This is an optimization exercise on Yosys and OpenROAD, whose aim is small area, not a production implementation. At most, simulation tests tie the RTL to the original design; equivalence was not proved. The RTL of runs 5 and 6 was laid out without a check of its function. Power is estimated from default activity; no workload was simulated. No driver is modelled on the clock port, so clocking that relies on it looks cheaper here than on a real chip.

==> design.v <==
module sort #(
	parameter DATA_W = 32
)(
	input i_clk,
	input i_rst_n,
	input  [DATA_W*8-1:0] i_input,
	output [DATA_W*8-1:0] o_output
);
	function gt32(input [31:0] a, input [31:0] b);
		reg [31:0] g, e;
		integer k, n;
		begin
			g = a & ~b;
			e = a | ~b;
			for (n = 16; n >= 1; n = n / 2)
				for (k = 0; k < n; k = k + 1) begin
					g[k] = g[2*k+1] | (e[2*k+1] & g[2*k]);
					e[k] = e[2*k+1] & e[2*k];
				end
			gt32 = g[0];
		end
	endfunction
	reg [6:1] vld;
	always @(posedge i_clk or negedge i_rst_n) begin
		if (~i_rst_n) vld <= 6'd0;
		else         vld <= {vld[5:1], 1'b1};
	end
	wire c1_0_gt = gt32(i_input[0 +: 32], i_input[32 +: 32]);   
	wire c1_1_gt = gt32(i_input[64 +: 32], i_input[96 +: 32]);   
	wire c1_2_gt = gt32(i_input[128 +: 32], i_input[160 +: 32]);   
	wire c1_3_gt = gt32(i_input[192 +: 32], i_input[224 +: 32]);   
	wire [31:0] y1_0 = ~((i_input[0 +: 32] | {32{c1_0_gt}}) & (i_input[32 +: 32] | {32{~c1_0_gt}}));
	wire [31:0] y1_1 = ~((i_input[32 +: 32] | {32{c1_0_gt}}) & (i_input[0 +: 32] | {32{~c1_0_gt}}));
	wire [31:0] y1_2 = ~((i_input[64 +: 32] | {32{c1_1_gt}}) & (i_input[96 +: 32] | {32{~c1_1_gt}}));
	wire [31:0] y1_3 = ~((i_input[96 +: 32] | {32{c1_1_gt}}) & (i_input[64 +: 32] | {32{~c1_1_gt}}));
	wire [31:0] y1_4 = ~((i_input[128 +: 32] | {32{c1_2_gt}}) & (i_input[160 +: 32] | {32{~c1_2_gt}}));
	wire [31:0] y1_5 = ~((i_input[160 +: 32] | {32{c1_2_gt}}) & (i_input[128 +: 32] | {32{~c1_2_gt}}));
	wire [31:0] y1_6 = ~((i_input[192 +: 32] | {32{c1_3_gt}}) & (i_input[224 +: 32] | {32{~c1_3_gt}}));
	wire [31:0] y1_7 = ~((i_input[224 +: 32] | {32{c1_3_gt}}) & (i_input[192 +: 32] | {32{~c1_3_gt}}));
	reg [31:0] r1 [0:7];
	always @(posedge i_clk) begin
		r1[0] <= y1_0;
		r1[1] <= y1_1;
		r1[2] <= y1_2;
		r1[3] <= y1_3;
		r1[4] <= y1_4;
		r1[5] <= y1_5;
		r1[6] <= y1_6;
		r1[7] <= y1_7;
	end
	wire c2_0_gt = gt32(~r1[0], ~r1[2]);   
	wire c2_1_gt = gt32(~r1[1], ~r1[3]);   
	wire c2_2_gt = gt32(~r1[4], ~r1[6]);   
	wire c2_3_gt = gt32(~r1[5], ~r1[7]);   
	wire [31:0] y2_0 = ~((r1[0] | {32{c2_0_gt}}) & (r1[2] | {32{~c2_0_gt}}));
	wire [31:0] y2_2 = ~((r1[2] | {32{c2_0_gt}}) & (r1[0] | {32{~c2_0_gt}}));
	wire [31:0] y2_1 = ~((r1[1] | {32{c2_1_gt}}) & (r1[3] | {32{~c2_1_gt}}));
	wire [31:0] y2_3 = ~((r1[3] | {32{c2_1_gt}}) & (r1[1] | {32{~c2_1_gt}}));
	wire [31:0] y2_4 = ~((r1[4] | {32{c2_2_gt}}) & (r1[6] | {32{~c2_2_gt}}));
	wire [31:0] y2_6 = ~((r1[6] | {32{c2_2_gt}}) & (r1[4] | {32{~c2_2_gt}}));
	wire [31:0] y2_5 = ~((r1[5] | {32{c2_3_gt}}) & (r1[7] | {32{~c2_3_gt}}));
	wire [31:0] y2_7 = ~((r1[7] | {32{c2_3_gt}}) & (r1[5] | {32{~c2_3_gt}}));
	reg [31:0] r2 [0:7];
	always @(posedge i_clk) begin
		r2[0] <= y2_0;
		r2[1] <= y2_1;
		r2[2] <= y2_2;
		r2[3] <= y2_3;
		r2[4] <= y2_4;
		r2[5] <= y2_5;
		r2[6] <= y2_6;
		r2[7] <= y2_7;
	end
	wire c3_0_gt = gt32(r2[1], r2[2]);   
	wire c3_1_gt = gt32(r2[5], r2[6]);   
	wire [31:0] y3_1 = ~((r2[1] | {32{c3_0_gt}}) & (r2[2] | {32{~c3_0_gt}}));
	wire [31:0] y3_2 = ~((r2[2] | {32{c3_0_gt}}) & (r2[1] | {32{~c3_0_gt}}));
	wire [31:0] y3_5 = ~((r2[5] | {32{c3_1_gt}}) & (r2[6] | {32{~c3_1_gt}}));
	wire [31:0] y3_6 = ~((r2[6] | {32{c3_1_gt}}) & (r2[5] | {32{~c3_1_gt}}));
	reg [31:0] r3 [0:7];
	always @(posedge i_clk) begin
		r3[0] <= r2[0];
		r3[1] <= y3_1;
		r3[2] <= y3_2;
		r3[3] <= r2[3];
		r3[4] <= r2[4];
		r3[5] <= y3_5;
		r3[6] <= y3_6;
		r3[7] <= r2[7];
	end
	wire c4_0_gt = gt32(r3[0], r3[4]);   
	wire c4_1_gt = gt32(~r3[1], ~r3[5]);   
	wire c4_2_gt = gt32(~r3[2], ~r3[6]);   
	wire c4_3_gt = gt32(r3[3], r3[7]);   
	wire [31:0] y4_0 = ~((r3[0] | {32{c4_0_gt}}) & (r3[4] | {32{~c4_0_gt}}));
	wire [31:0] y4_4 = ~((r3[4] | {32{c4_0_gt}}) & (r3[0] | {32{~c4_0_gt}}));
	wire [31:0] y4_1 = ~((r3[1] | {32{c4_1_gt}}) & (r3[5] | {32{~c4_1_gt}}));
	wire [31:0] y4_5 = ~((r3[5] | {32{c4_1_gt}}) & (r3[1] | {32{~c4_1_gt}}));
	wire [31:0] y4_2 = ~((r3[2] | {32{c4_2_gt}}) & (r3[6] | {32{~c4_2_gt}}));
	wire [31:0] y4_6 = ~((r3[6] | {32{c4_2_gt}}) & (r3[2] | {32{~c4_2_gt}}));
	wire [31:0] y4_3 = ~((r3[3] | {32{c4_3_gt}}) & (r3[7] | {32{~c4_3_gt}}));
	wire [31:0] y4_7 = ~((r3[7] | {32{c4_3_gt}}) & (r3[3] | {32{~c4_3_gt}}));
	reg [31:0] r4 [0:7];
	always @(posedge i_clk) begin
		r4[0] <= y4_0;
		r4[1] <= y4_1;
		r4[2] <= y4_2;
		r4[3] <= y4_3;
		r4[4] <= y4_4;
		r4[5] <= y4_5;
		r4[6] <= y4_6;
		r4[7] <= y4_7;
	end
	wire c5_0_gt = gt32(r4[2], ~r4[4]);   
	wire c5_1_gt = gt32(~r4[3], r4[5]);   
	wire [31:0] y5_2 = ~((r4[2] | {32{c5_0_gt}}) & ((~r4[4]) | {32{~c5_0_gt}}));
	wire [31:0] y5_4 = ~(((~r4[4]) | {32{c5_0_gt}}) & (r4[2] | {32{~c5_0_gt}}));
	wire [31:0] y5_3 = ~((r4[3] | {32{c5_1_gt}}) & ((~r4[5]) | {32{~c5_1_gt}}));
	wire [31:0] y5_5 = ~(((~r4[5]) | {32{c5_1_gt}}) & (r4[3] | {32{~c5_1_gt}}));
	reg [31:0] r5 [0:7];
	always @(posedge i_clk) begin
		r5[0] <= r4[0];
		r5[1] <= r4[1];
		r5[2] <= y5_2;
		r5[3] <= y5_3;
		r5[4] <= y5_4;
		r5[5] <= y5_5;
		r5[6] <= r4[6];
		r5[7] <= r4[7];
	end
	wire c6_0_gt = gt32(r5[1], ~r5[2]);   
	wire c6_1_gt = gt32(r5[3], ~r5[4]);   
	wire c6_2_gt = gt32(r5[5], r5[6]);   
	reg [31:0] r6 [0:7];
	always @(posedge i_clk) begin
		r6[0] <= r5[0];
		r6[1] <= r5[1];
		r6[2] <= r5[2];
		r6[3] <= r5[3];
		r6[4] <= r5[4];
		r6[5] <= r5[5];
		r6[6] <= r5[6];
		r6[7] <= r5[7];
	end
	reg [2:0] s6, ns6;
	always @(posedge i_clk or negedge i_rst_n) begin
		if (~i_rst_n) begin
			s6[0]  <= 1'b0;
			ns6[0] <= 1'b0;
			s6[1]  <= 1'b0;
			ns6[1] <= 1'b0;
			s6[2]  <= 1'b0;
			ns6[2] <= 1'b0;
		end else begin
			s6[0]  <= c6_0_gt & vld[5];
			ns6[0] <= ~c6_0_gt & vld[5];
			s6[1]  <= c6_1_gt & vld[5];
			ns6[1] <= ~c6_1_gt & vld[5];
			s6[2]  <= c6_2_gt & vld[5];
			ns6[2] <= ~c6_2_gt & vld[5];
		end
	end
	wire [31:0] y6_1 = ((~r6[2]) & {32{s6[0]}}) | (r6[1] & {32{ns6[0]}});
	wire [31:0] y6_2 = (r6[1] & {32{s6[0]}}) | ((~r6[2]) & {32{ns6[0]}});
	wire [31:0] y6_3 = ((~r6[4]) & {32{s6[1]}}) | (r6[3] & {32{ns6[1]}});
	wire [31:0] y6_4 = (r6[3] & {32{s6[1]}}) | ((~r6[4]) & {32{ns6[1]}});
	wire [31:0] y6_5 = (r6[6] & {32{s6[2]}}) | (r6[5] & {32{ns6[2]}});
	wire [31:0] y6_6 = (r6[5] & {32{s6[2]}}) | (r6[6] & {32{ns6[2]}});
	wire [31:0] y6_0 = ~(r6[0] | {32{~vld[6]}});
	wire [31:0] y6_7 = ~(r6[7] | {32{~vld[6]}});
	assign o_output[0 +: 32] = y6_0;
	assign o_output[32 +: 32] = y6_1;
	assign o_output[64 +: 32] = y6_2;
	assign o_output[96 +: 32] = y6_3;
	assign o_output[128 +: 32] = y6_4;
	assign o_output[160 +: 32] = y6_5;
	assign o_output[192 +: 32] = y6_6;
	assign o_output[224 +: 32] = y6_7;
endmodule
==> flow/run.sh <==
#!/bin/bash
# Own layout flow: the standard ORFS flow (standard.sh) with three changes:
#  - synthesis maps the logic with an area-oriented ABC script (flow/area.abc);
#    everything else in the synthesis, registers included, is the standard flow's own
#    (synth_recipe.tcl),
#  - port buffers use the smallest buffer cell,
#  - clock tree synthesis clusters more sinks per leaf buffer and inserts no
#    dummy loads.
# Each tool's output is in orfs/logs/; make's output is in run_make.log.
set -euo pipefail
W=$(pwd)
cat > "$W/own_synth.tcl" <<EOT
# The standard flow's synthesis, with ABC's mapping script replaced
proc abc {args} {
  set i [lsearch -exact \$args -script]
  if {\$i >= 0} { lset args [expr {\$i + 1}] $W/flow/area.abc }
  yosys abc {*}\$args
}
source $W/synth_recipe.tcl
EOT
bash "$W/standard.sh" \
  "SYNTH_SCRIPT=$W/own_synth.tcl" \
  "BUFFER_PORTS_ARGS=-buffer_cell sky130_fd_sc_hd__buf_1" \
  "CTS_ARGS=-sink_clustering_enable -repair_clock_nets -dont_use_dummy_load -buf_list sky130_fd_sc_hd__clkbuf_16 -sink_clustering_size 30 -sink_clustering_max_diameter 80" \
  finish > "$W/run_make.log" 2>&1
==> flow/area.abc <==
strash
&get -n
&syn2
&put
dc2
dch -f
amap
topo
==> standard.sh <==
#!/bin/bash
# synth_recipe.tcl (not shown) runs the flow's synth.tcl, then flattens the netlist and writes it again
# the make line also repeats each setting of config.mk as NAME=value (left out here)
make -C /OpenROAD-flow-scripts/flow DESIGN_CONFIG=/design/flow/config.mk WORK_HOME=/design/flow/orfs CLKGATE_MAP_FILE= SYNTH_SCRIPT=/design/flow/synth_recipe.tcl "${@:-finish}"
==> config.mk <==
export PLATFORM = sky130hd
export DESIGN_NAME = sort
export DESIGN_NICKNAME = sort
export VERILOG_FILES = /design/flow/design.v
export SDC_FILE = /design/flow/constraint.sdc
export NUM_CORES = 4
export LEC_CHECK = 0
export CAP_MARGIN = 5
export CORE_MARGIN = 2
export CORE_UTILIZATION = 60
export SLEW_MARGIN = 5
==> constraint.sdc <==
create_clock -name core_clock -period 4.0 [get_ports {i_clk}]
set_input_delay 0.8000 -clock core_clock [delete_from_list [all_inputs] [get_ports {i_clk}]]
set_output_delay 0.8000 -clock core_clock [all_outputs]
set_load 0.01 [all_outputs]
==> results of run 1 <==
registers in the layout, summed over array words and instances (netlist names):
name  count
ns6       3
r4      256
r1      256
r2      256
r5      256
r6      256
s6        3
vld       6
r3      256
cell usage after synthesis, drive strengths merged (15+ instances only):
| cell type | instances | share of area, % |
|---|---|---|
| dfxtp | 1536 | 63 |
| o22ai | 1242 | 16 |
| clkinv | 690 | 5.3 |
| nor2 | 443 | 3.4 |
| nand2 | 134 | 1.0 |
| a21oi | 128 | 1.3 |
| o21ai | 95 | 0.98 |
| a22oi | 63 | 0.97 |
| a211oi | 53 | 0.82 |
| or2 | 43 | 0.55 |
| nor3 | 38 | 0.39 |
| a222oi | 37 | 0.76 |
| a221oi | 35 | 0.63 |
| o21a | 27 | 0.42 |
| a31oi | 26 | 0.33 |
| a22o | 25 | 0.45 |
| o221ai | 24 | 0.43 |
| nor4 | 15 | 0.19 |
repair_timing:
| item | 4_1_cts | 5_1_grt |
|---|---|---|
| buffers inserted | 35 | 56 |
| endpoints found under the setup margin | 558 | 980 |
| resized for setup | 338 | 676 |
| pin swaps | 63 | 115 |
| gates cloned | 38 | 59 |
final cells by class:
| cell class | instances | area, sq um |
|---|---|---|
| flip-flops and latches | 1548 | 31080 |
| multi-input cells | 2563 | 19840 |
| fillers | 4866 | 15870 |
| repair buffers | 924 | 7737 |
| inverters | 690 | 2766 |
| clock buffers | 58 | 1451 |
| well taps | 1060 | 1326 |
| repair inverters | 16 | 314.1 |
| diodes | 10 | 25.02 |
per-layer routing:
layer / global-route usage [%] / wire [um]
met1: 47.85 / 66150
met2: 52.06 / 77610
met3: 6.126 / 18460
met4: 11.16 / 10310
met5: 0 / 191
worst max-delay path by stage:
stage                           from         to  slack, ps  depth (start not counted)
after detailed placement  i_input[1]   r1[0][3]      -1070                         25
final                       r3[5][1]   r4[1][6]       -330                         27
after floorplan             r1[2][1]   r2[0][0]      -1240                         22
after CTS                   r1[7][1]  r2[7][18]       -170                         28
after global routing        r3[5][1]   r4[1][6]       -470                         27
after global placement    i_input[1]   r1[0][2]      -1000                         25
power groups by stage:
stage / clock network (mW) / logic (mW) / registers (mW)
6_report: 7.07 / 32.3 / 28.3
2_1_floorplan: 0 / 12.9 / 25.5
5_1_grt: 7.59 / 33.7 / 28.8
3_5_place_dp: 0 / 20.6 / 27.4
4_1_cts: 7.00 / 24.7 / 27.3
3_3_place_gp: 0 / 20.3 / 27.3
stage by stage:
step	TNS (ps)	area (sq um)	worst slack, ps	power [mW]
floorplan	-879280	49000	-1240	38.39
finish	-73470	64540	-331.1	67.69
detailed placement	-219500	54700	-1068	48.07
global placement	-190670	54700	-996.6	47.60
global route	-231290	64520	-469.3	70.10
CTS	-7827	59300	-172.3	58.98
cell families after synthesis:
family          synth area share (%)
compound gates                 24.62
buf+inv                        5.318
flops                          63.76
other cells                 0.007700
simple gates                   6.294
==> metrics.md, run 1 <==
| Metric | Value |
|---|---|
| Commonest non-fill, non-tap cell in the layout | dfxtp_1 |
| CTS max path bufs | 3 |
| Synth Flop Type | dfxtp_1 |
| Antenna violations before repair | 31 |
| Fmax | 230.9 MHz |
| Max-slew violations | 0 |
| Buf/Inv on CP | 5 |
| Vias in the first global route | 36450 |
| Async set-reset flop share out of synthesis | 0.7752% |
| SO Viols | setup timing |
| Clock slew at reported path FFs | 110 ps |
| Commonest cells after routing, fill and taps aside | dfxtp_1, o22ai_1, clkinv_1 |
| Slowest-stage cell, CP | dfxtp_2 |
| Cts hold-fix bufs | 0 |
| Die area | 0.08346 sq mm |
| Detailed-route DRC error count | 0 |
| Switching pwr | 28.18 mW |
| Die height | 288.9 um |
| Final hold vios | 0 |
| Port bufs | 513 |
| Status | failed layout checks |
| First drt pass iteration count | 10 |
| Worst setup path class | flip-flop to flip-flop |
| Via Count | 43810 |
| TritonCTS buffer count | 58 |
| Worst path required time | 4560 ps |
| CTS tree | done |
| Syn Nets | 5059 |
| Vias per cell | 6.378 |
| Worst R2R Path Depth | 27 |
| Gate power share | 47.7% |
| Layout cells sized above 1 | 19.02% |
| H-tree depth | 2 |
| First-pass GRT wire length | 213200 um |
| Critical path arrival | 4890 ps |
| Final setup viols | 567 |
| R2R Path End | r4[1][6] |
| Wire per inst | 25.15 um |
| Worst setup EP type | flip-flop |
| Final ANT Viol Nets | 0 |
| Rel. slew slack | 22.95% |
| Die X | 288.9 um |
| Remaining global-route overflow | 0 |
| Placed cells | 6636 |
| Num rows | 104 |
| Reg power frac | 41.8% |
| P&R area growth vs syn | 32.53% |
| Number of enable flip-flop cells after synthesis | 0 |
| Distinct cells, synth | 43 |
| Leakage power | 24.13 nW |
| Initial Util | 60.56% |
| Switching share of power | 41.63% |
| Startpoint types | flip-flop |
| Fin Clk Skew | 37.55 ps |
| MaxCap Viol Count | 0 |
| Internal | 39.51 mW |
| Clock Sink Count | 1548 |
| Worst hold path type | primary input to async pin |
| Slew @ Worst Pin | 1156 ps |
| CP top delay family | compound AO/OA/AOI/OAI gates |
| YS warnings | 7 |
| Core area | 0.08042 sq mm |
| FF+latch count, synth | 1548 |
| Final period util | 108.3% |
| Netlist Area Pre-Place | 0.04870 sq mm |
| Non-Filler Instances | 6869 |
| Clock power frac | 10.4% |
| Final #Nets | 6059 |
| Drt total wl | 172700 um |
| Hold Slack | 107.2 ps |
| Synth Area per Inst | 10.14 sq um |
| Reg2reg setup slack | -330 ps |
| CP max FO | 8 |
| GRT Resource Usage Total | 33.65% |
| RSZ-0062 raised after global routing | yes |
| Worst R2R Start | r3[5][1] |
| Final worst slack | -331.1 ps |
| Fin crit period | 4331 ps |
| Clk root buf | clkbuf_16 |
| # IOs | 514 |
| Post-synthesis sequential area ratio | 63.76% |
| Insertion delay to the later sink of the worst-skew pair | 690 ps |
| Fin util | 80.26% |
| Cells after Synth | 4801 |
| Initial DRC Count | 5517 |
| Maximum VDD drop | 0.7205 mV |
| Largest net degree at the start of global routing | 65 |
| PwrDens | 1049 mW/mm^2 |
| Placer Congestion | 0.9972 |
| Slowest stage delay, CP | 350 ps |
| Final HPWL DP | 107500 um |
==> run 2: changes to the inputs <==
==> flow/area.abc (replaced) <==
strash
dch -f
amap
topo
==> run 2 against run 1 <==
  * The run now finishes clean
  * Synthesized area increased by 1.2%
  * Fmax increased by 22%
  * Final cell count decreased by 4.4%
  * Clock-buffer cell count unchanged
  * Hold slack improved by 47 ps
  * Via count decreased by 6.7%
  * Clock power decreased by 2%
  * Largest cell class unchanged
  * Highest routed layer unchanged
==> metrics.md, run 2 <==
| Metric | Value |
|---|---|
| H-tree depth | 2 |
| Drt total wl | 158300 um |
| FF+latch count, synth | 1548 |
| Most area-hungry cell type in the Yosys netlist | dfxtp_1 |
| Pre-CTS setup slack | -28.30 ps |
| TritonCTS buffer count | 58 |
| Layout cells sized above 1 | 3.829% |
| Cts hold-fix bufs | 0 |
| Most instantiated cells after synthesis | dfxtp_1, o22ai_1, clkinv_1 |
| Hold Slack | 154.0 ps |
| Total Power | 61.45 mW |
| Fillers | 6511 |
| Initial DRC Count | 4116 |
| Num rows | 105 |
| Final worst slack | 458.9 ps |
| Vias per cell | 6.223 |
| Clock slew at reported path FFs | 110 ps |
| # IOs | 514 |
| Worst hold path type | primary input to async pin |
| Final #Nets | 5745 |
| Netlist Area Pre-Place | 0.04929 sq mm |
| Clk root buf | clkbuf_16 |
| Async set-reset flop share out of synthesis | 0.7752% |
| MaxCap Viol Count | 0 |
| Final hold vios | 0 |
| Syn Nets | 5106 |
| Slew @ Worst Pin | 1122 ps |
| Die area | 0.08446 sq mm |
| Post-CTS Repair Setup Buffers | 0 |
| First-pass GRT wire length | 227600 um |
| Initial Util | 60.32% |
| Most common cell in the netlist | dfxtp_1 |
| Max-slew violations | 0 |
| Fin Clk Skew | 49.68 ps |
| Commonest non-fill, non-tap cell in the layout | dfxtp_1 |
| Insertion delay to the later sink of the worst-skew pair | 700 ps |
| PwrDens | 1114 mW/mm^2 |
| Status | complete, no violations |
| Worst path required time | 4530 ps |
| Vias in the first global route | 35980 |
| Final setup viols | 0 |
| RSZ-0062 raised after global routing | no |
| Cells after Synth | 4848 |
| First drt pass iteration count | 6 |
| Final HPWL DP | 126800 um |
| Area contributors post-synth | dfxtp_1, o22ai_1, clkinv_1, nor2_1, a21oi_1 |
| Fin crit period | 3541 ps |
| Synth Area per Inst | 10.17 sq um |
| Via Count | 40880 |
| Final ANT Viol Nets | 0 |
| Synth Flop Type | dfxtp_1 |
| Port bufs | 513 |
| Post-synthesis sequential area ratio | 63.00% |
| Critical path arrival | 4070 ps |
| Die height | 290.6 um |
| PostCTS Resize Cnt | 0 |
| YS warnings | 7 |
| Final period util | 88.53% |
| Number of enable flip-flop cells after synthesis | 0 |
| CP max FO | 27 |
| Startpoint types | flip-flop |
| GRT Resource Usage Total | 35.90% |
| Rel. slew slack | 25.06% |
| Remaining global-route overflow | 0 |
| CTS max path bufs | 3 |
| Distinct cells, synth | 48 |
| Clock Sink Count | 1548 |
| Largest net degree at the start of global routing | 65 |
| Maximum VDD drop | 1.011 mV |
| Fmax | 282.4 MHz |
| Antenna violations before repair | 30 |
| Leakage power | 20.12 nW |
| Placer Congestion | 1.023 |
| Core area | 0.08172 sq mm |
| Fin util | 67.50% |
| P&R area growth vs syn | 11.91% |
| Worst setup EP type | flip-flop |
| Commonest cells after routing, fill and taps aside | dfxtp_1, o22ai_1, clkinv_1 |
| Wire per inst | 24.11 um |
| Yosys top cell area share | 62.39% |
| Detailed-route DRC error count | 0 |
| Setup_tns | 0 ps |
| Worst setup path class | flip-flop to flip-flop |
| Die X | 290.6 um |
| CTS tree | done |
## run 2: changes by cell type in the layout (fill, tap and decap cells not counted), moves of 32 or more
cell       before   now
o22ai_1       818  1182
o22ai_2       258     0
o22ai_4       166     0
buf_4         188    53
buf_12         86    13
buf_6          56     0
nor3_1         29    80
a221oi_1       21    71
nand2_1       131    89
a21oi_1       110   150
clkbuf_16      97    58
a2111oi_0       4    36
## run 2: through the flow
| step | cells | cell area, sq um |
|---|---|---|
| floorplan | 4848 | 49710 |
| global placement | 6497 | 53670 |
| detailed placement | 6497 | 53670 |
| CTS | 6555 | 55130 |
| global route | 6562 | 55140 |
| finish | 6569 | 55160 |
## run 2: cell type report
cell class / instances / area [sq um] / area share (%)
clock buffer: 58 / 1451 / 2.631
inverter: 679 / 2645 / 4.795
sequential: 1548 / 31080 / 56.34
timing repair buffer: 579 / 2584 / 4.684
antenna: 14 / 35.03 / 0.06351
tap: 1070 / 1339 / 2.427
multi-input combinational: 2621 / 16030 / 29.06
## run 2: worst paths after layout
kind / from / to / slack, ps / cells after the start
max in group asynchronous: i_rst_n / s6[1] / 3390 / 1
worst max register to register: r1[6][29] / r2[6][13] / 460 / 8
worst min-delay path: i_rst_n / s6[0] / 150 / 1
worst min register to register: r5[0][21] / r6[0][21] / 310 / 0
worst max-delay path: r1[6][29] / r2[6][13] / 460 / 8
min in group core_clock: r5[0][21] / r6[0][21] / 310 / 0
## run 2: logic make-up (layout without fill, tap and decap cells)
kind of cell           Yosys count  count (layout)  synth area share (%)
AO/OA/AOI/OAI                 1858            1858                 24.84
flip-flops                    1548            1548                 63.00
AND/OR/NAND/NOR                762             762                 6.981
buffers and inverters          679            1316                 5.171
other                            1              15              0.007608
## run 2: power by group
part           switching (mW)  internal [mW]
Clock                    4.34           2.61
Combinational            16.7           8.52
Sequential               6.28           23.0
Total                    27.3           34.2
## run 2: per-layer routing
metal	global-route usage, %	vias to the layer above	wire [um]
met5	0	-	154
met4	14.50	26	7497
met3	6.271	367	13820
met2	58.15	1898	71650
met1	47.89	19250	65220
li1	-	19340	-
## run 2: worst max-delay path, stage by stage, from the launching register on
cell,delay (ps)
dfxtp_1,400
clkinv_1,100
a221oi_1,330
o21ai_0,180
a2111o_1,430
a2111o_1,410
o221ai_4,160
clkinv_1,690
o22ai_1,690
==> run 3: changes to the inputs <==
--- a/flow/run.sh
+++ b/flow/run.sh
@@ -21,5 +21,5 @@
 bash "$W/standard.sh" \
   "SYNTH_SCRIPT=$W/own_synth.tcl" \
   "BUFFER_PORTS_ARGS=-buffer_cell sky130_fd_sc_hd__buf_1" \
-  "CTS_ARGS=-sink_clustering_enable -repair_clock_nets -dont_use_dummy_load -buf_list sky130_fd_sc_hd__clkbuf_16 -sink_clustering_size 30 -sink_clustering_max_diameter 80" \
+  "CTS_ARGS=-sink_clustering_enable -repair_clock_nets -dont_use_dummy_load -buf_list sky130_fd_sc_hd__clkbuf_16 -sink_clustering_size 32 -sink_clustering_max_diameter 100" \
   finish > "$W/run_make.log" 2>&1
==> config.mk (replaced) <==
export PLATFORM = sky130hd
export DESIGN_NAME = sort
export DESIGN_NICKNAME = sort
export VERILOG_FILES = /design/flow/design.v
export SDC_FILE = /design/flow/constraint.sdc
export NUM_CORES = 4
export LEC_CHECK = 0
export CAP_MARGIN = 20
export CORE_MARGIN = 2
export CORE_UTILIZATION = 65
export SLEW_MARGIN = 20
==> run 3 against run 2 <==
  * Sequential power about the same
  * Power decreased by 0.19%
  * Critical path depth increased by 4
  * Via count increased by 1.5%
  * Setup slack improved by 18 ps
  * Still clean on timing, DRC and antenna
  * Clock power decreased by 3%
  * Final cell count decreased by 1.7%
  * First-iteration DRC count increased by 15%
  * Critical path type unchanged
  * Highest routed layer unchanged
  * Core utilization increased by 6.0 points
  * Clock skew increased by 9.7 ps
  * Critical endpoint is now r3[6][27]
  * Register-to-register slack improved by 20 ps
==> metrics.md, run 3 <==
| Metric | Value |
|---|---|
| Status | complete, no violations |
| First drt pass iteration count | 7 |
| Max-slew violations | 0 |
| Worst setup path class | flip-flop to flip-flop |
| Worst path required time | 4540 ps |
| Core area | 0.07470 sq mm |
| Final setup viols | 0 |
| # IOs | 514 |
| Maximum VDD drop | 0.8712 mV |
| Slew @ Worst Pin | 951.6 ps |
| P&R area growth vs syn | 11.35% |
| Pre-CTS setup slack | 344.1 ps |
| PostCTS Resize Cnt | 0 |
| Vias per cell | 6.423 |
| Port bufs | 513 |
| Fin Clk Skew | 59.41 ps |
| Reg2reg setup slack | 480 ps |
| TritonCTS buffer count | 54 |
| Cts hold-fix bufs | 0 |
| Final worst slack | 477.1 ps |
| Num rows | 100 |
| Insertion delay to the later sink of the worst-skew pair | 670 ps |
| Largest net degree at the start of global routing | 65 |
| Die height | 279.4 um |
| Post-CTS Repair Setup Buffers | 0 |
| Vias in the first global route | 36300 |
| Most instantiated cells after synthesis | dfxtp_1, o22ai_1, clkinv_1 |
| Placer Congestion | 1.051 |
| Startpoint types | flip-flop |
| Critical path arrival | 4060 ps |
| Netlist Area Pre-Place | 0.04929 sq mm |
| Fin util | 73.48% |
| Clock slew at reported path FFs | 120 ps |
| Async set-reset flop share out of synthesis | 0.7752% |
| Distinct cells, synth | 48 |
| Syn Nets | 5106 |
| FF+latch count, synth | 1548 |
| Worst hold path type | primary input to async pin |
| Final #Nets | 5736 |
| Final period util | 88.07% |
| Most area-hungry cell type in the Yosys netlist | dfxtp_1 |
| Final HPWL DP | 123700 um |
| Leakage power | 20.04 nW |
| Via Count | 41480 |
| Commonest cells after routing, fill and taps aside | dfxtp_1, o22ai_1, clkinv_1 |
| Layout cells sized above 1 | 3.671% |
| Non-Filler Instances | 6458 |
| DP Area | 0.05349 sq mm |
| YS warnings | 7 |
| CTS max path bufs | 3 |
| RSZ-0062 raised after global routing | no |
| CTS tree | done |
| Rel. slew slack | 34.92% |
| Final hold vios | 0 |
| Initial Util | 65.98% |
| Clk root buf | clkbuf_16 |
| Area contributors post-synth | dfxtp_1, o22ai_1, clkinv_1, nor2_1, a21oi_1 |
| Hold Slack | 112.8 ps |
| Number of enable flip-flop cells after synthesis | 0 |
| GRT Resource Usage Total | 38.28% |
| Final ANT Viol Nets | 0 |
| Synth Area per Inst | 10.17 sq um |
| Yosys top cell area share | 62.39% |
| First-pass GRT wire length | 223000 um |
| Cells after Synth | 4848 |
| Synth Flop Type | dfxtp_1 |
| Placed cells | 6391 |
| Drt total wl | 155200 um |
| Wire per inst | 24.03 um |
| Detailed-route DRC error count | 0 |
| Antenna violations before repair | 26 |
| Finished Cell Area | 0.05489 sq mm |
| CP max FO | 27 |
| Remaining global-route overflow | 0 |
| H-tree depth | 2 |
| Most common cell in the netlist | dfxtp_1 |
| Commonest non-fill, non-tap cell in the layout | dfxtp_1 |
| Die area | 0.07805 sq mm |
| Fmax | 283.9 MHz |
| Fillers | 5435 |
| Fin crit period | 3523 ps |
| Clock Sink Count | 1548 |
| Post-synthesis sequential area ratio | 63.00% |
| MaxCap Viol Count | 0 |
| Initial DRC Count | 4729 |
| Die X | 279.4 um |
| PwrDens | 1118 mW/mm^2 |
| Worst setup EP type | flip-flop |
==> run 3: cell types whose count changed in the layout (fill, tap and decap cells not counted), sizes merged <==
cell | before | now
buf | 579 | 574
diode | 14 | 13
inv | 4 | 2
clkbuf | 58 | 54
clkinv | 675 | 677
==> run 3: worst paths after layout <==
check                      startpoint        end  depth (start not counted)
max                          r2[5][7]  r3[6][27]                         12
min                           i_rst_n      s6[2]                          1
max reg2reg                  r2[5][7]  r3[6][27]                         12
min reg2reg                  r2[4][3]   r3[4][3]                          0
max in group asynchronous     i_rst_n     vld[3]                          1
min in group core_clock      r2[4][3]   r3[4][3]                          0
==> run 3: cell type report <==
type,count,area [sq um],area share (%)
Antenna cell,13,32.53,0.05927
Clock buffer,54,1351,2.462
Inverter,679,2648,4.824
Multi-Input combinational cell,2621,16040,29.23
Sequential cell,1548,31080,56.62
Tap cell,969,1212,2.209
Timing Repair Buffer,574,2521,4.594
==> run 3: kinds of logic after synthesis <==
| kind of cell | after synthesis | share of synthesized area, % |
|---|---|---|
| AO/OA/AOI/OAI | 1858 | 24.84 |
| flip-flops | 1548 | 63.00 |
| AND/OR/NAND/NOR | 762 | 6.981 |
| buffers and inverters | 679 | 5.171 |
| other | 1 | 0.007608 |
==> run 3: power by group <==
group	leakage, nW	switching [mW]	internal [mW]
sequential	13.1	6.07	23.0
combinational	6.28	17.0	8.44
clock	0.666	4.31	2.44
total	20.0	27.4	33.9
==> run 3: worst max-delay path: stages (launching register included) <==
cell and delay [ps]:
dfxtp_1 480, clkinv_1 150, a21oi_1 210, a21oi_1 80
a2111oi_0 390, a2111oi_0 130, buf_4 180, a2111oi_0 420
nor4b_1 170, o21ai_4 190, clkinv_2 340, buf_4 330
o22ai_1 330
==> run 3: layer usage <==
metal	up-vias	part of all wire [%]	track usage [%]
met4	12	6.1	20.68
met1	19470	39	50.88
met2	2286	45	60.91
met3	384	9.9	5.430
met5	-	0.057	0
li1	19320	-	-
==> run 3: stage by stage <==
step | TNS, ps | total power [mW]
finish | 0 | 61.34
global route | 0 | 63.96
CTS | 0 | 60.29
detailed placement | 0 | 53.77
global placement | 0 | 53.13
floorplan | -774910 | 41.92
==> run 4: changes to the inputs <==
==> flow/area.abc (replaced) <==
strash
dc2 -b -l
dch -f
amap
topo
==> run 4 against run 3 <==
  * Register-to-register slack gained 60 ps
  * Clock skew down 9.2 ps
  * Design area fell by 0.95%
  * Hold slack better by 22 ps
  * Core utilization down 0.57 points
  * Largest power group unchanged
  * Highest routed layer unchanged
==> metrics.md, run 4 <==
| Metric | Value |
|---|---|
| Worst R2R Path Depth | 13 |
| # IOs | 514 |
| Max-slew violations | 0 |
| Post-CTS Repair Setup Buffers | 0 |
| CTS max path bufs | 3 |
| Layout cells sized above 1 | 2.641% |
| Insertion delay to the later sink of the worst-skew pair | 660 ps |
| H-tree depth | 2 |
| Routed length on met2 | 56700 um |
| PostCTS Resize Cnt | 0 |
| P&R area growth vs syn | 10.93% |
| First-pass GRT wire length | 197100 um |
| Cells after Synth | 4728 |
| Wire per inst | 21.27 um |
| Die height | 278.6 um |
| Area contributors post-synth | dfxtp_1, o22ai_1, clkinv_1, nor2_1, a222oi_1 |
| Most instantiated cells after synthesis | dfxtp_1, o22ai_1, clkinv_1 |
| Slew @ Worst Pin | 1070 ps |
| Clock Sink Count | 1548 |
| Worst R2R Start | r1[4][1] |
| Leakage power | 19.92 nW |
| Netlist Area Pre-Place | 0.04901 sq mm |
| Num rows | 100 |
| Placer Congestion | 0.9496 |
| Clk root buf | clkbuf_16 |
| M1 wire length | 60370 um |
| R2R Path End | r2[6][5] |
| Post-synthesis sequential area ratio | 63.36% |
| Die X | 278.6 um |
| YS warnings | 7 |
| Finished Cell Area | 0.05436 sq mm |
| Synth Flop Type | dfxtp_1 |
| Via Count | 39550 |
| Detailed-route DRC error count | 0 |
| First drt pass iteration count | 9 |
| Met3 WL | 13870 um |
| DR top layer | met5 |
| PwrDens | 1118 mW/mm^2 |
| Die area | 0.07761 sq mm |
| Drt total wl | 134500 um |
| Status | complete, no violations |
| Critical path startpoint | r1[4][1] |
| Remaining global-route overflow | 0 |
| Most area-hungry cell type in the Yosys netlist | dfxtp_1 |
| Fin crit period | 3463 ps |
| Largest net degree at the start of global routing | 65 |
| Non-Filler Instances | 6323 |
| Final ANT Viol Nets | 0 |
| Distinct cells, synth | 40 |
| Fmax | 288.7 MHz |
| Initial DRC Count | 4478 |
| Port bufs | 513 |
| Startpoint types | flip-flop |
| CTS tree | done |
| Final hold vios | 0 |
| Worst path required time | 4540 ps |
| DP Area | 0.05293 sq mm |
| Commonest non-fill, non-tap cell in the layout | dfxtp_1 |
| TritonCTS buffer count | 54 |
| Async set-reset flop share out of synthesis | 0.7752% |
| Syn Nets | 4986 |
| Final worst slack | 536.6 ps |
| Commonest cells after routing, fill and taps aside | dfxtp_1, o22ai_1, clkinv_1 |
| Initial Util | 65.72% |
| Final setup viols | 0 |
| CP max FO | 48 |
| Hold Slack | 134.9 ps |
| RSZ-0062 raised after global routing | no |
| Worst hold path type | primary input to async pin |
| Worst setup EP type | flip-flop |
| Maximum VDD drop | 1.772 mV |
| Vias per cell | 6.255 |
| Placed cells | 6251 |
| Rel. slew slack | 28.59% |
| Fin Clk Skew | 50.17 ps |
| Antenna violations before repair | 49 |
| Vias in the first global route | 34310 |
| Final period util | 86.58% |
| Pre-CTS setup slack | 223.1 ps |
| GRT Resource Usage Total | 33.06% |
| Number of enable flip-flop cells after synthesis | 0 |
| Reg2reg setup slack | 540 ps |
| Core area | 0.07457 sq mm |
| Final #Nets | 5598 |
| FF+latch count, synth | 1548 |
| Cts hold-fix bufs | 0 |
| Final HPWL DP | 105800 um |
| Most common cell in the netlist | dfxtp_1 |
| Yosys top cell area share | 62.75% |
| MaxCap Viol Count | 0 |
| Fin util | 72.90% |
| Worst setup path class | flip-flop to flip-flop |
| Clock slew at reported path FFs | 120 ps |
| Critical path arrival | 4010 ps |
| Synth Area per Inst | 10.37 sq um |
==> run 4: cell types whose count changed after synthesis, moves of 30 or more <==
cell	before	now
nor2_1	411	294
nand2_1	91	121
o22ai_1	1182	1361
nor3_1	86	13
a21oi_1	154	66
a2111oi_0	37	3
or2_0	58	10
a222oi_1	24	102
a221oi_1	71	18
a221o_1	4	47
o22a_1	8	82
clkinv_1	679	771
==> run 4: cells by family (layout without fill, tap and decap cells) <==
| kind of cell | after synthesis | after routing | synth area share [%] |
|---|---|---|---|
| other | 1 | 17 | 0.007652 |
| AOI/OAI and AO/OA | 1941 | 1941 | 26.90 |
| and+or+nand+nor | 467 | 467 | 3.827 |
| DFF | 1548 | 1548 | 63.36 |
| buffers and inverters | 771 | 1381 | 5.905 |
==> run 4: power by group <==
part / internal, mW / leakage [nW] / total (mW) / switching (mW)
Sequential: 23.3 / 13.1 / 28.8 / 5.56
Combinational: 9.03 / 6.15 / 25.3 / 16.2
Clock: 2.44 / 0.666 / 6.70 / 4.25
==> run 4: final cells by class <==
| cell class | count | area [sq um] |
|---|---|---|
| clock buffers | 54 | 1351 |
| multi-input cells | 2409 | 15370 |
| fillers | 5552 | 20210 |
| repair buffers | 556 | 2386 |
| diodes | 16 | 40.04 |
| inverters | 771 | 2950 |
| well taps | 969 | 1212 |
| flip-flops and latches | 1548 | 31050 |
==> run 4: critical path, cell delays in order (launching register included) <==
cell      delay, ps
dfxtp_1         440
clkinv_1        120
a22oi_1         190
a2111o_1        120
o21ai_0         110
a222oi_1        270
clkinv_1        190
a31oi_1         310
nor4b_1         100
buf_4           160
nor4_4          150
clkinv_1        480
buf_12          370
o22ai_1         310
==> run 4: layer usage <==
layer | track usage, % | vias to the layer above
met5 | 0 | -
met4 | 8.175 | 22
met3 | 5.457 | 185
met2 | 49.48 | 1799
met1 | 50.01 | 18490
li1 | - | 19050
==> run 4: worst max-delay path by stage <==
stage / to / slack (ps) / cells after the start
after floorplan: r1[0][10] / -1690 / 10
after global placement: r1[0][0] / 310 / 12
after detailed placement: r1[0][0] / 220 / 12
after CTS: r2[6][5] / 630 / 13
after global routing: r2[6][5] / 350 / 13
final: r2[6][5] / 540 / 13
==> run 4: through the flow <==
stage               power, mW  TNS [ps]
floorplan               43.56  -1242010
global placement        52.90         0
detailed placement      53.51         0
CTS                     60.03         0
global route            63.97         0
finish                  60.79         0
==> run 5: changes to the inputs <==
--- a/design.v
+++ b/design.v
@@ -7,12 +7,18 @@
 	output [DATA_W*8-1:0] o_output
 );
 	function gt32(input [31:0] a, input [31:0] b);
-		reg [31:0] g, e;
+		reg [7:0] g, e;
+		reg c;
 		integer k, n;
 		begin
-			g = a & ~b;
-			e = a | ~b;
-			for (n = 16; n >= 1; n = n / 2)
+			for (k = 0; k < 8; k = k + 1) begin
+				c = 1'b0;
+				for (n = 0; n < 4; n = n + 1)
+					c = (a[4*k+n] & ~b[4*k+n]) | ((a[4*k+n] | ~b[4*k+n]) & c);
+				g[k] = c;
+				e[k] = &(a[4*k +: 4] | ~b[4*k +: 4]);
+			end
+			for (n = 4; n >= 1; n = n / 2)
 				for (k = 0; k < n; k = k + 1) begin
 					g[k] = g[2*k+1] | (e[2*k+1] & g[2*k]);
 					e[k] = e[2*k+1] & e[2*k];
--- a/flow/run.sh
+++ b/flow/run.sh
@@ -21,5 +21,5 @@
 bash "$W/standard.sh" \
   "SYNTH_SCRIPT=$W/own_synth.tcl" \
   "BUFFER_PORTS_ARGS=-buffer_cell sky130_fd_sc_hd__buf_1" \
-  "CTS_ARGS=-sink_clustering_enable -repair_clock_nets -dont_use_dummy_load -buf_list sky130_fd_sc_hd__clkbuf_16 -sink_clustering_size 32 -sink_clustering_max_diameter 100" \
+  "CTS_ARGS=-sink_clustering_enable -repair_clock_nets -dont_use_dummy_load -buf_list sky130_fd_sc_hd__clkbuf_16 -sink_clustering_size 30 -sink_clustering_max_diameter 80" \
   finish > "$W/run_make.log" 2>&1
==> flow/area.abc (replaced) <==
strash
dc2 -b -l
dch -f
dc2 -b -l
dch -f
amap
topo
--- a/config.mk
+++ b/config.mk
@@ -7,5 +7,5 @@
 export LEC_CHECK = 0
 export CAP_MARGIN = 20
 export CORE_MARGIN = 2
-export CORE_UTILIZATION = 65
+export CORE_UTILIZATION = 60
 export SLEW_MARGIN = 20
==> run 5 against run 4 <==
  * Via count is 0.23% higher
  * Design area is 0.20% lower
  * Die area is 7.5% higher
  * Fmax is 1.3% lower
  * Non-clock buffer count is 3 higher
  * Synthesized cell count is 0.21% higher
  * Synthesized area is 0.64% lower
  * Critical path type unchanged
  * Largest power group unchanged
==> metrics.md, run 5 <==
| Metric | Value |
|---|---|
| Status | complete, no violations |
| Worst setup path class | flip-flop to flip-flop |
| Final hold vios | 0 |
| Area contributors post-synth | dfxtp_1, o22ai_1, clkinv_1, nor2_1, a222oi_1 |
| Final setup viols | 0 |
| Die height | 288.9 um |
| Slew @ Worst Pin | 1034 ps |
| H-tree depth | 2 |
| Clock Sink Count | 1548 |
| Die X | 288.9 um |
| Slowest stage delay, CP | 610 ps |
| Yosys top cell area share | 63.15% |
| Routed length on met2 | 57700 um |
| Cts hold-fix bufs | 0 |
| Most common cell in the netlist | dfxtp_1 |
| Leakage power | 19.85 nW |
| Worst setup EP type | flip-flop |
| Commonest cells after routing, fill and taps aside | dfxtp_1, o22ai_1, clkinv_1 |
| # IOs | 514 |
| Slowest-stage cell, CP | o22ai_1 |
| PwrDens | 1066 mW/mm^2 |
| CTS max path bufs | 3 |
| Startpoint types | flip-flop |
| Fillers | 6430 |
| Worst path required time | 4510 ps |
| Detailed-route DRC error count | 0 |
| Synth Area in Simple Gates | 4.846% |
| TritonCTS buffer count | 59 |
| CP max FO | 33 |
| Pre-CTS setup slack | 260.4 ps |
| Post-Synth XOR/XNOR Area | 0% |
| Critical path arrival | 4020 ps |
| Finished Cell Area | 0.05425 sq mm |
| DR top layer | met4 |
| Most area-hungry cell type in the Yosys netlist | dfxtp_1 |
| Syn Nets | 4996 |
| Largest family of logic cells by synthesized area | compound AO/OA/AOI/OAI gates |
| Final period util | 87.71% |
| Fmax | 285.0 MHz |
| RSZ-0062 raised after global routing | no |
| Wire per inst | 21.66 um |
| Buf/Inv on CP | 4 |
| Fin crit period | 3508 ps |
| Initial DRC Count | 5004 |
| Placer Congestion | 0.9836 |
| Mux cell area share after synthesis | 0% |
| Antenna violations before repair | 12 |
| Post-CTS Repair Setup Buffers | 0 |
| Post-synthesis sequential area ratio | 63.76% |
| Final #Nets | 5616 |
| Vias per cell | 6.170 |
| Rel. slew slack | 31.00% |
| FF+latch count, synth | 1548 |
| Port bufs | 513 |
| Final ANT Viol Nets | 0 |
| Remaining global-route overflow | 0 |
| First-pass GRT wire length | 200100 um |
| Drt total wl | 139200 um |
| Clock slew at reported path FFs | 100 ps |
| M1 wire length | 65090 um |
| Die area | 0.08345 sq mm |
| Layout cells sized above 1 | 3.025% |
| YS warnings | 7 |
| Synth Flop Type | dfxtp_1 |
| Clk root buf | clkbuf_16 |
| Worst hold path type | primary input to async pin |
| Via Count | 39640 |
| PostCTS Resize Cnt | 0 |
| Number of enable flip-flop cells after synthesis | 0 |
| Num rows | 104 |
| CTS tree | done |
| Largest net degree at the start of global routing | 66 |
| DP Area | 0.05275 sq mm |
| CP cell instances | clkinv_1, o21ai_0, clkinv_1, a222oi_1, o221ai_1, a221oi_1, a2111oi_0, buf_4, a21oi_4, clkinv_2, o22ai_1 |
| Commonest non-fill, non-tap cell in the layout | dfxtp_1 |
| Most instantiated cells after synthesis | dfxtp_1, o22ai_1, clkinv_1 |
| MaxCap Viol Count | 0 |
| Async set-reset flop share out of synthesis | 0.7752% |
| GRT Resource Usage Total | 31.71% |
| Total Power | 57.82 mW |
| Core area | 0.08042 sq mm |
| Compound-cell area share of the yosys netlist | 25.69% |
| Final worst slack | 491.5 ps |
| Synth Area per Inst | 10.28 sq um |
| Cells after Synth | 4738 |
| Maximum VDD drop | 0.6659 mV |
| Final HPWL DP | 110400 um |
| P&R area growth vs syn | 11.42% |
| CP top delay family | compound AO/OA/AOI/OAI gates |
| First drt pass iteration count | 6 |
| Setup_tns | 0 ps |
| Vias in the first global route | 33370 |
| Adder-Cell Fraction of Synth Area | 0% |
| Netlist Area Pre-Place | 0.04870 sq mm |
| Distinct cells, synth | 56 |
| Initial Util | 60.55% |
| Insertion delay to the later sink of the worst-skew pair | 680 ps |
| Met3 WL | 12860 um |
| Critical path's most frequent cell | clkinv_1 |
| Fin Clk Skew | 62.60 ps |
| Max-slew violations | 0 |
run 5: changes by cell type after synthesis, moves of 31 or more:
cell,previous run,this run
o21ai_0,61,140
o22a_1,82,30
o211ai_1,0,31
o22ai_1,1361,1288
a221o_1,47,10
clkinv_1,771,739
run 5: metal layers:
| metal | vias to the layer above | global-route usage [%] |
|---|---|---|
| met3 | 179 | 3.488 |
| met5 | - | 0 |
| li1 | 18970 | - |
| met2 | 1856 | 46.01 |
| met1 | 18630 | 50.14 |
| met4 | 0 | 8.247 |
run 5: worst paths after layout:
| kind | startpoint | end | slack [ps] | depth (start not counted) |
|---|---|---|---|---|
| worst min-delay path | i_rst_n | s6[1] | 120 | 1 |
| min in group core_clock | r4[0][28] | r5[0][28] | 290 | 0 |
| worst min register to register | r4[0][28] | r5[0][28] | 290 | 0 |
| max in group asynchronous | i_rst_n | ns6[0] | 3460 | 1 |
| worst max-delay path | r1[1][15] | r2[1][1] | 490 | 11 |
| worst max register to register | r1[1][15] | r2[1][1] | 490 | 11 |
run 5: cell families after synthesis:
kind of cell    after synthesis
buf+inv                     739
other cells                   1
simple gates                553
compound gates             1897
flops                      1548
run 5: power breakdown:
group | total, mW | internal, mW | switching [mW] | leakage [nW]
combinational | 22.2 | 8.09 | 14.1 | 6.02
clock | 6.95 | 2.65 | 4.31 | 0.727
sequential | 28.6 | 22.9 | 5.69 | 13.1
run 5: final cells by class:
type / count / area, sq um / share of cell area, %
tap: 1060 / 1326 / 2.445
timing repair buffer: 559 / 2409 / 4.439
clock buffer: 59 / 1476 / 2.721
antenna: 9 / 22.52 / 0.04151
multi-input combinational: 2451 / 15150 / 27.92
inverter: 739 / 2813 / 5.184
sequential: 1548 / 31060 / 57.25
run 5: metrics by stage:
stage | utilization, % | hold WS [ps] | std cells
2_1_floorplan | - | 309.5 | 4738
3_3_place_gp | 65.60 | 309.6 | 6357
3_5_place_dp | 65.60 | 312.1 | 6357
4_1_cts | 67.44 | 109.6 | 6416
5_1_grt | 67.46 | 156.9 | 6423
6_report | 67.47 | 119.1 | 6425
==> run 6: changes to the inputs <==
--- a/config.mk
+++ b/config.mk
@@ -7,5 +7,5 @@
 export LEC_CHECK = 0
 export CAP_MARGIN = 20
 export CORE_MARGIN = 2
-export CORE_UTILIZATION = 60
+export CORE_UTILIZATION = 65
 export SLEW_MARGIN = 20
==> run 6 against run 5 <==
  * Highest routed layer unchanged
  * Fmax fell by 2.8%
  * Final cell count fell by 1.4%
  * Critical path type unchanged
  * First-iteration DRC count rose by 3.8%
  * Critical path depth did not move
  * Still clean on timing, DRC and antenna
  * Non-clock buffer count did not move
==> metrics.md, run 6 <==
| Metric | Value |
|---|---|
| Hold Slack | 146.2 ps |
| Wire per inst | 21.64 um |
| FF+latch count, synth | 1548 |
| Fillers | 5474 |
| Switching share of power | 41.94% |
| Max-slew violations | 0 |
| Post-CTS Repair Setup Buffers | 0 |
| Antenna violations before repair | 20 |
| H-tree depth | 2 |
| Fin util | 72.79% |
| # IOs | 514 |
| Vias in the first global route | 34410 |
| Synth Flop Type | dfxtp_1 |
| Clock Sink Count | 1548 |
| Vias per cell | 6.279 |
| Core area | 0.07432 sq mm |
| Internal | 33.70 mW |
| Remaining global-route overflow | 0 |
| Non-Filler Instances | 6333 |
| Fmax | 276.9 MHz |
| RSZ-0062 raised after global routing | no |
| Cts hold-fix bufs | 0 |
| Pre-CTS setup slack | -40.53 ps |
| Area contributors post-synth | dfxtp_1, o22ai_1, clkinv_1, nor2_1, a222oi_1 |
| Status | complete, no violations |
| Reg power frac | 49.0% |
| CP max FO | 64 |
| Drt total wl | 137100 um |
| R2R Path End | r2[6][3] |
| First-pass GRT wire length | 200700 um |
| Setup_tns | 0 ps |
| Clk root buf | clkbuf_16 |
| Initial DRC Count | 5193 |
| Num rows | 100 |
| Most area-hungry cell type in the Yosys netlist | dfxtp_1 |
| Final period util | 90.28% |
| Clock slew at reported path FFs | 100 ps |
| Post-synthesis sequential area ratio | 63.76% |
| Die height | 277.7 um |
| DP Area | 0.05260 sq mm |
| Worst hold path type | primary input to async pin |
| GRT Resource Usage Total | 33.92% |
| Distinct cells, synth | 56 |
| Most instantiated cells after synthesis | dfxtp_1, o22ai_1, clkinv_1 |
| First drt pass iteration count | 6 |
| Port bufs | 513 |
| CTS max path bufs | 3 |
| MaxCap Viol Count | 0 |
| Worst R2R Start | r1[4][2] |
| Synth Area per Inst | 10.28 sq um |
| Final worst slack | 388.9 ps |
| Most common cell in the netlist | dfxtp_1 |
| Final #Nets | 5615 |
| Finished Cell Area | 0.05410 sq mm |
| Layout cells sized above 1 | 3.007% |
| Cells after Synth | 4738 |
| P&R area growth vs syn | 11.09% |
| Critical path arrival | 4110 ps |
| Final HPWL DP | 108200 um |
| Maximum VDD drop | 0.8843 mV |
| Worst setup EP type | flip-flop |
| TritonCTS buffer count | 58 |
| Clock power frac | 11.8% |
| Total Power | 58.03 mW |
| Final ANT Viol Nets | 0 |
| PostCTS Resize Cnt | 0 |
| Placed cells | 6265 |
| Die area | 0.07712 sq mm |
| Worst path required time | 4500 ps |
| Switching pwr | 24.34 mW |
| Worst setup path class | flip-flop to flip-flop |
| Via Count | 39760 |
| YS warnings | 7 |
| Yosys top cell area share | 63.15% |
| CTS tree | done |
| Number of enable flip-flop cells after synthesis | 0 |
| Commonest non-fill, non-tap cell in the layout | dfxtp_1 |
| Initial Util | 65.52% |
| Syn Nets | 4996 |
| Worst R2R Path Depth | 11 |
| Async set-reset flop share out of synthesis | 0.7752% |
| Insertion delay to the later sink of the worst-skew pair | 670 ps |
| Final hold vios | 0 |
| Leakage power | 19.83 nW |
| Gate power share | 39.2% |
| Reg2reg setup slack | 390 ps |
| Commonest cells after routing, fill and taps aside | dfxtp_1, o22ai_1, clkinv_1 |
| Netlist Area Pre-Place | 0.04870 sq mm |
| Rel. slew slack | 31.89% |
| Placer Congestion | 1.038 |
| Fin Clk Skew | 34.68 ps |
| Detailed-route DRC error count | 0 |
| Fin crit period | 3611 ps |
| Final setup viols | 0 |
| Largest net degree at the start of global routing | 65 |
| PwrDens | 1073 mW/mm^2 |
| Die X | 277.7 um |
| Startpoint types | flip-flop |
| Slew @ Worst Pin | 1020 ps |
==> run 6: cell counts after synthesis <==
No cell type changed its count.
==> run 6: cell type report <==
| cell class | instances | area, sq um | share of cell area [%] |
|---|---|---|---|
| inverter | 739 | 2811 | 5.197 |
| sequential | 1548 | 31060 | 57.42 |
| multi-input combinational | 2451 | 15150 | 28.00 |
| tap | 969 | 1212 | 2.241 |
| timing repair buffer | 559 | 2391 | 4.420 |
| clock buffer | 58 | 1451 | 2.683 |
| antenna | 9 | 22.52 | 0.04163 |
==> run 6: layer usage <==
| layer | routed length (um) | GRT usage, % | part of all wire [%] | vias to the layer above |
|---|---|---|---|---|
| met2 | 58410 | 51.33 | 43 | 2077 |
| met4 | 3339 | 8.247 | 2.4 | 0 |
| met1 | 60660 | 51.24 | 44 | 18540 |
| met3 | 14640 | 5.011 | 11 | 176 |
| li1 | - | - | - | 18970 |
| met5 | 0 | 0 | 0 | - |
==> run 6: worst max path at each step <==
| stage | startpoint | end | cells past startpoint |
|---|---|---|---|
| floorplan | i_input[34] | r1[0][31] | 11 |
| global placement | i_input[70] | r1[3][4] | 10 |
| detailed placement | i_input[70] | r1[2][8] | 10 |
| CTS | r1[4][2] | r2[6][3] | 11 |
| global route | r1[2][6] | r2[0][18] | 12 |
| finish | r1[4][2] | r2[6][3] | 11 |
==> run 6: power by group through the flow <==
stage	sequential, mW	clock (mW)	combinational, mW
2_1_floorplan	26.3	0	14.9
3_3_place_gp	28.4	0	21.7
3_5_place_dp	28.5	0	22.1
4_1_cts	28.2	6.91	22.3
5_1_grt	29.0	7.41	24.5
6_report	28.4	6.85	22.8
==> run 6: cell families (layout without fill, tap and decap cells) <==
kind of cell | count (synthesis) | after routing | share of synthesized area [%]
buffers and inverters | 739 | 1356 | 5.696
AOI/OAI and AO/OA | 1897 | 1897 | 25.69
other | 1 | 10 | 0.007701
and+or+nand+nor | 553 | 553 | 4.846
DFF | 1548 | 1548 | 63.76
==> run 6: worst max-delay path: stages (launching register included) <==
cell and delay (ps):
dfxtp_1 460, clkinv_1 130, o22a_1 220, a222oi_1 300
clkinv_1 130, a222oi_1 610, nor2_1 120, o211ai_1 220
o21a_1 240, o221ai_4 140, clkinv_2 570, o22ai_1 270
==> run 7: changes to the inputs <==
--- a/design.v
+++ b/design.v
@@ -7,18 +7,18 @@
 	output [DATA_W*8-1:0] o_output
 );
 	function gt32(input [31:0] a, input [31:0] b);
-		reg [7:0] g, e;
+		reg [3:0] g, e;
 		reg c;
 		integer k, n;
 		begin
-			for (k = 0; k < 8; k = k + 1) begin
+			for (k = 0; k < 4; k = k + 1) begin
 				c = 1'b0;
-				for (n = 0; n < 4; n = n + 1)
-					c = (a[4*k+n] & ~b[4*k+n]) | ((a[4*k+n] | ~b[4*k+n]) & c);
+				for (n = 0; n < 8; n = n + 1)
+					c = (a[8*k+n] & ~b[8*k+n]) | ((a[8*k+n] | ~b[8*k+n]) & c);
 				g[k] = c;
-				e[k] = &(a[4*k +: 4] | ~b[4*k +: 4]);
+				e[k] = &(a[8*k +: 8] | ~b[8*k +: 8]);
 			end
-			for (n = 4; n >= 1; n = n / 2)
+			for (n = 2; n >= 1; n = n / 2)
 				for (k = 0; k < n; k = k + 1) begin
 					g[k] = g[2*k+1] | (e[2*k+1] & g[2*k]);
 					e[k] = e[2*k+1] & e[2*k];
==> run 7 against run 6 <==
  * Setup slack worse by 180 ps
  * Critical path type unchanged
  * Final cell count decreased by 0.63%
  * Register-to-register slack worse by 180 ps
  * Power is 4.6% lower
  * Critical endpoint is now r4[4][1]
  * Clock-buffer cell count is the same
  * Still clean
  * Highest routed layer is now met5
==> metrics.md, run 7 <==
| Metric | Value |
|---|---|
| Status | complete, no violations |
| MaxCap Viol Count | 0 |
| CP max FO | 64 |
| Fin Clk Skew | 44.22 ps |
| Remaining global-route overflow | 0 |
| Slowest stage delay, CP | 560 ps |
| Vias in the first global route | 34950 |
| Detailed-route DRC error count | 0 |
| Fin crit period | 3793 ps |
| Critical path's most frequent cell | a211oi_1 |
| Clk root buf | clkbuf_16 |
| Initial DRC Count | 4268 |
| First drt pass iteration count | 8 |
| Post-CTS Repair Setup Buffers | 0 |
| Critical path arrival | 4290 ps |
| Slew @ Worst Pin | 1063 ps |
| Insertion delay to the later sink of the worst-skew pair | 680 ps |
| Rel. slew slack | 29.10% |
| Register area | 0.03105 sq mm |
| Clock slew at reported path FFs | 100 ps |
| Final worst slack | 206.7 ps |
| Num rows | 100 |
| Distinct cells, synth | 51 |
| TritonCTS buffer count | 58 |
| Area of the multi-input gates | 0.01488 sq mm |
| CP top delay family | compound AO/OA/AOI/OAI gates |
| YS warnings | 7 |
| H-tree depth | 2 |
| Final #Nets | 5570 |
| FF+latch count, synth | 1548 |
| Worst path required time | 4500 ps |
| Leakage power | 19.78 nW |
| Final period util | 94.83% |
| Hold Slack | 118.5 ps |
| Final hold vios | 0 |
| Initial Util | 65.40% |
| Layout cells sized above 1 | 3.013% |
| Yosys top cell area share | 63.48% |
| Max-slew violations | 0 |
| # IOs | 514 |
| Netlist Area Pre-Place | 0.04844 sq mm |
| Cells after Synth | 4679 |
| Clock Sink Count | 1548 |
| Most common cell in the netlist | dfxtp_1 |
| DP Area | 0.05240 sq mm |
| RSZ-0062 raised after global routing | no |
| Port bufs | 513 |
| Worst hold path type | primary input to async pin |
| Most area-hungry cell type in the Yosys netlist | dfxtp_1 |
| Worst setup path class | flip-flop to flip-flop |
| Vias per cell | 6.269 |
| PwrDens | 1026 mW/mm^2 |
| Fmax | 263.6 MHz |
| Die X | 277.0 um |
| Commonest cells after routing, fill and taps aside | dfxtp_1, o22ai_1, clkinv_1 |
| Placer Congestion | 0.9554 |
| CTS tree | done |
| Wire per inst | 21.29 um |
| CP cell instances | clkinv_1, or2_0, a222oi_1, a211oi_1, a211oi_1, a211oi_1, o21ai_0, o211ai_1, a31oi_1, nor4bb_1, nor4_1, a211oi_1, nor2b_4, clkinv_2, buf_12, o22ai_1 |
| Fillers | 5530 |
| Async set-reset flop share out of synthesis | 0.7752% |
| Commonest non-fill, non-tap cell in the layout | dfxtp_1 |
| Final setup viols | 0 |
| Drt total wl | 134000 um |
| Final HPWL DP | 104700 um |
| Post-synthesis sequential area ratio | 64.10% |
| Buf/Inv on CP | 3 |
| Worst setup EP type | flip-flop |
| Synth Flop Type | dfxtp_1 |
| P&R area growth vs syn | 11.40% |
| Syn Nets | 4937 |
| Most instantiated cells after synthesis | dfxtp_1, o22ai_1, clkinv_1 |
| Area contributors post-synth | dfxtp_1, o22ai_1, clkinv_1, nor2_1, a222oi_1 |
| Final ANT Viol Nets | 0 |
| Via Count | 39450 |
| CTS max path bufs | 3 |
| Slowest-stage cell, CP | o22ai_1 |
| Pre-CTS setup slack | -390.4 ps |
| Antenna violations before repair | 38 |
| Largest net degree at the start of global routing | 65 |
| Core area | 0.07407 sq mm |
| Maximum VDD drop | 1.165 mV |
| Synth Area per Inst | 10.35 sq um |
| Die area | 0.07672 sq mm |
| Die height | 277.0 um |
| Startpoint types | flip-flop |
| Number of enable flip-flop cells after synthesis | 0 |
| GRT Resource Usage Total | 33.40% |
| Finished Cell Area | 0.05396 sq mm |
| First-pass GRT wire length | 198500 um |
## run 7: layout make-up
cell class | count | share of cell area [%]
clock buffer | 58 | 2.690
timing repair buffer | 572 | 4.830
tap | 969 | 2.247
multi-input combinational | 2420 | 27.58
sequential | 1548 | 57.54
antenna | 14 | 0.06492
inverter | 712 | 5.050
## run 7: report_power, final
part | internal, mW | switching (mW)
Clock | 2.60 | 4.30
Combinational | 7.56 | 13.2
Sequential | 22.6 | 5.05
Total | 32.8 | 22.6
## run 7: timing repair
item,CTS,global route
setup endpoints to repair,0,239
resized for setup,0,6
hold buffers,0,0
## run 7: logic make-up (layout without fill, tap and decap cells)
logic type	Yosys count	count (layout)	share of synthesized area [%]
compound gates	1862	1862	25.38
buf+inv	712	1342	5.517
simple gates	556	557	4.998
flops	1548	1548	64.10
other cells	1	15	0.007742
## run 7: metrics by stage
stage / TNS, ps / power (mW) / utilization, % / cells
final: 0 / 55.35 / 72.85 / 6293
after global routing: 0 / 58.31 / 72.83 / 6287
after CTS: 0 / 54.67 / 72.70 / 6276
after detailed placement: -32150 / 47.92 / 70.74 / 6218
after global placement: -29150 / 47.33 / 70.71 / 6217
after floorplan: -1842 / 39.39 / - / 4679
## run 7: metal layers
layer / global-route usage [%] / vias to the layer above / wire length, um
met2: 50.06 / 1915 / 56600
met5: 0 / - / 168
met1: 48.98 / 18470 / 57990
met4: 9.002 / 28 / 3855
li1: - / 18820 / -
met3: 7.298 / 222 / 15390
## run 7: worst paths after layout
kind | from | end | slack (ps) | depth (start not counted)
setup / recovery | r3[4][1] | r4[4][1] | 210 | 16
hold / removal | i_rst_n | ns6[1] | 120 | 1
setup reg to reg | r3[4][1] | r4[4][1] | 210 | 16
hold reg to reg | r5[7][9] | r6[7][9] | 320 | 0
max in group asynchronous | i_rst_n | s6[0] | 3480 | 1
min in group core_clock | r5[7][9] | r6[7][9] | 320 | 0
## run 7: worst reg2reg max path: cells and delay by family, from the launching register on
kind / cells / cell delay (ps)
AND/OR/NAND/NOR: 4 / 880
AO/OA/AOI/OAI: 9 / 1950
flip-flops: 1 / 380
buffers and inverters: 3 / 420

==> static timing again, ports no longer ideal <==
The flow's constraints put no driver on any port. The routed layouts listed below were extracted and timed again, unchanged, in two steps.
Step 1 assumes that a clkbuf_16 drives the clock port and a buf_2 every other input.
Step 2 times the ports against the registers' clock, not the clock port: input delays grow and output delays shrink by t, the midpoint of the rising clock arrivals with the driver on.
a / b / c = ideal / step 1 / step 2; a / b = the first two.
run | t (ns) | slack for setup (ns) | hold slack, ns | worst setup path after step 2 | worst slew at a driven data input, ns
run 1 | 0.743 | -0.331 / -0.331 / -0.952 | 0.107 / 0.059 / 0.313 | input to register | 0.15
run 2 | 0.744 | 0.459 / 0.459 / -0.153 | 0.154 / 0.113 / 0.311 | input to register | 0.10
run 3 | 0.718 | 0.477 / 0.437 / 0.164 | 0.113 / 0.061 / 0.328 | input to register | 0.15
run 4 | 0.704 | 0.537 / 0.537 / 0.255 | 0.135 / 0.120 / 0.319 | input to register | 0.11
run 5 | 0.718 | 0.492 / 0.492 / 0.233 | 0.119 / 0.127 / 0.292 | input to register | 0.10
run 6 | 0.720 | 0.389 / 0.389 / -0.053 | 0.146 / 0.102 / 0.295 | input to register | 0.13
run 7 | 0.728 | 0.207 / 0.207 / -0.243 | 0.118 / 0.074 / 0.316 | input to register | 0.11
Met with ideal ports but missed after step 2: setup timing in run 2, run 6 and run 7. The setup slack of run 1, which loses most, moves by 0.000 ns with the drivers and by -0.621 ns with both steps.
